Source: an optimization exercise on an open RTL-to-GDS flow (aim: small area and a short achievable clock period). Production flows keep margins and buffers that such runs may drop. RTL that was checked went through simulation tests only; none was proved equivalent to the original.

run a:
// bitcruncher_dp
module bitcruncher_dp(
    input         clk,
    input         rst_n,
    input  [21:0] ctrl,             
    input  [15:0] MBR_in_memory,
    output [7:0]  MAR_out_memory,
    output [15:0] MBR_out_memory,
    output [7:0]  IR_out,
    output [3:0]  ALUflags
    );
Size: roughly 2900 cells after synthesis, roughly 92 flip-flops, about 76 I/O pins, about 21000 um2 of cells after synthesis.
==> module ALU_ACC, before the edit <==
module ALU_ACC(
    input         clk,
    input         rst_n,
    input         C8,     
    input         C9,     
    input         C13,    
    input         C15,    
    input         C16,    
    input         C17,    
    input         C18,    
    input         C19,    
    input         C20,    
    input         C21,    
    input  [15:0] BR_out,
    output [15:0] ALU_out,
    output reg [3:0] ALUflags  
    );
    reg [15:0] ACC;
    assign ALU_out = ACC;
    wire n8  = ~C8;
    wire s9  = n8 & C9;
    wire n9  = n8 & ~C9;
    wire s13 = n9 & C13;
    wire n13 = n9 & ~C13;
    wire s15 = n13 & C15;
    wire n15 = n13 & ~C15;
    wire s16 = n15 & C16;
    wire n16 = n15 & ~C16;
    wire s17 = n16 & C17;
    wire n17 = n16 & ~C17;
    wire s18 = n17 & C18;
    wire n18 = n17 & ~C18;
    wire s19 = n18 & C19;
    wire n19 = n18 & ~C19;
    wire s20 = n19 & C20;
    wire n20 = n19 & ~C20;
    wire s21 = n20 & C21;
    wire hold = n20 & ~C21;
    wire sas = s9 | s13;
    wire        sub = ~C9;
    wire [15:0] bx  = BR_out ^ {16{sub}};
    wire [16:0] as  = {1'b0, ACC} + {1'b0, bx} + {16'd0, sub};
    wire as_cf = as[16] ^ sub;                  
    wire as_of = (ACC[15] == bx[15]) && (as[15] != ACC[15]);
    wire add_z = ((ACC ^ BR_out) == {ACC[14:0] | BR_out[14:0], 1'b0});
    wire sub_z = (ACC == BR_out);
    wire [15:0] prod;
    wire        mul_of;
    mul16 u_mul(.a(ACC), .b(BR_out), .p(prod), .of(mul_of));
    wire [15:0] quot;
    div16 u_div(.a(ACC), .d(BR_out), .q(quot));
    wire quot_z = as_cf;
    wire [15:0] acc_nl =
          ({16{hold}} & ACC)
        | ({16{s15}}  & prod)
        | ({16{s17}}  & {1'b0, ACC[15:1]})
        | ({16{s18}}  & {ACC[14:0], 1'b0})
        | ({16{s19}}  & (ACC & BR_out))
        | ({16{s20}}  & (ACC | BR_out))
        | ({16{s21}}  & ~ACC);
    wire [15:0] acc_n = acc_nl | ({16{sas}} & as[15:0]) | ({16{s16}} & quot);
    wire zf_n = hold ? ALUflags[3] :
                s16  ? quot_z :
                sas  ? (C9 ? add_z : sub_z) : ~|acc_nl;
    wire cf_n = hold ? ALUflags[2] : (sas & as_cf);
    wire of_n = hold ? ALUflags[1] : ((sas & as_of) | (s15 & mul_of));
    wire sf_n = hold ? ALUflags[0] : acc_n[15];
    always @(posedge clk or negedge rst_n) begin
        if (!rst_n) begin
            ACC      <= 16'b0;
            ALUflags <= 4'b0;
        end
        else begin
            ACC      <= acc_n;
            ALUflags <= {zf_n, cf_n, of_n, sf_n};
        end
    end
endmodule
clock: 40.0 ns
lec_check: 0
abc_area: 1
cap_margin: 20
core_margin: 2
core_utilization: 40
slew_margin: 20
standard.sh (not shown) runs the stock make flow with config.mk's settings and CLKGATE_MAP_FILE= SYNTH_SCRIPT=/design/flow/synth_recipe.tcl, a recipe that flattens the netlist after the stock synthesis.
==> flow/flow/run.sh <==
#!/bin/bash
# The standard layout, with the standard synthesis, but with timing repair
# aiming for 26 ns of setup slack instead of 0 (the clock period and the
# constraints are the design's own). Each step's output goes to its own log.
set -euo pipefail
bash standard.sh synth > synth.log 2>&1
bash standard.sh SETUP_SLACK_MARGIN=26 finish > layout.log 2>&1
Relative to run a, the following input files were edited for run b:
diff --git a/flow/design.v b/flow/design.v
--- a/flow/design.v
+++ b/flow/design.v
@@ -40,32 +40,29 @@
     wire sas = s9 | s13;
     wire        sub = ~C9;
     wire [15:0] bx  = BR_out ^ {16{sub}};
     wire [16:0] as  = {1'b0, ACC} + {1'b0, bx} + {16'd0, sub};
     wire as_cf = as[16] ^ sub;                  
     wire as_of = (ACC[15] == bx[15]) && (as[15] != ACC[15]);
-    wire add_z = ((ACC ^ BR_out) == {ACC[14:0] | BR_out[14:0], 1'b0});
-    wire sub_z = (ACC == BR_out);
     wire [15:0] prod;
     wire        mul_of;
     mul16 u_mul(.a(ACC), .b(BR_out), .p(prod), .of(mul_of));
     wire [15:0] quot;
     div16 u_div(.a(ACC), .d(BR_out), .q(quot));
     wire quot_z = as_cf;
-    wire [15:0] acc_nl =
+    wire [15:0] acc_nd =
           ({16{hold}} & ACC)
+        | ({16{sas}}  & as[15:0])
         | ({16{s15}}  & prod)
         | ({16{s17}}  & {1'b0, ACC[15:1]})
         | ({16{s18}}  & {ACC[14:0], 1'b0})
         | ({16{s19}}  & (ACC & BR_out))
         | ({16{s20}}  & (ACC | BR_out))
         | ({16{s21}}  & ~ACC);
-    wire [15:0] acc_n = acc_nl | ({16{sas}} & as[15:0]) | ({16{s16}} & quot);
-    wire zf_n = hold ? ALUflags[3] :
-                s16  ? quot_z :
-                sas  ? (C9 ? add_z : sub_z) : ~|acc_nl;
+    wire [15:0] acc_n = acc_nd | ({16{s16}} & quot);
+    wire zf_n = hold ? ALUflags[3] : (s16 ? quot_z : ~|acc_nd);
     wire cf_n = hold ? ALUflags[2] : (sas & as_cf);
     wire of_n = hold ? ALUflags[1] : ((sas & as_of) | (s15 & mul_of));
     wire sf_n = hold ? ALUflags[0] : acc_n[15];
     always @(posedge clk or negedge rst_n) begin
         if (!rst_n) begin
             ACC      <= 16'b0;
--- outcome ---
Run b reached the end of the flow, and the finished layout is clean on the timing, design-rule and antenna checks.
On area of the multi-input gates: between run b and run a, it ends up lower for run b.
Compared run b vs run a, and number of detailed-route iterations in the first pass is down in run b.
Compared with run a, run b shows a lower global routing met2 resource utilization.
Remaining max-slew budget at the tightest pin (higher): run b
The run with more routed wire is run a, not run b.
The fraction of layout cells with a size suffix above 1 in run b was lower than what run a gave.
No functional check of the RTL was part of run a.

## separate check: timing with driven ports
In the flow no input, the clock included, has a driving cell. The finished layouts below were timed again as built, in two steps. Step 1 (the two cells are an assumption about what drives the block):
set clk [get_ports {clk}]
set_driving_cell -lib_cell sky130_fd_sc_hd__clkbuf_16 $clk
set_driving_cell -lib_cell sky130_fd_sc_hd__buf_2 [delete_from_list [all_inputs] $clk]
Step 2 also shifts input and output timing later by t, the mid clock arrival at the registers, as if the neighbouring blocks saw the same clock. Three values: ideal ports, drivers, drivers and shift; two values: the first two.
run	t (ns)	setup WS [ns]	worst register clock-pin slew, ns	cell pins on the clock port's net
run a	0.398	26.886 / 26.886 / 26.886	0.08 / 0.08	1
run b	0.402	26.999 / 27.019 / 26.617	0.08 / 0.08	1
After both steps setup and hold are still met in every run listed. For run b, which loses most, drivers alone change the setup slack by +0.020 ns; drivers and shift together by -0.382 ns.
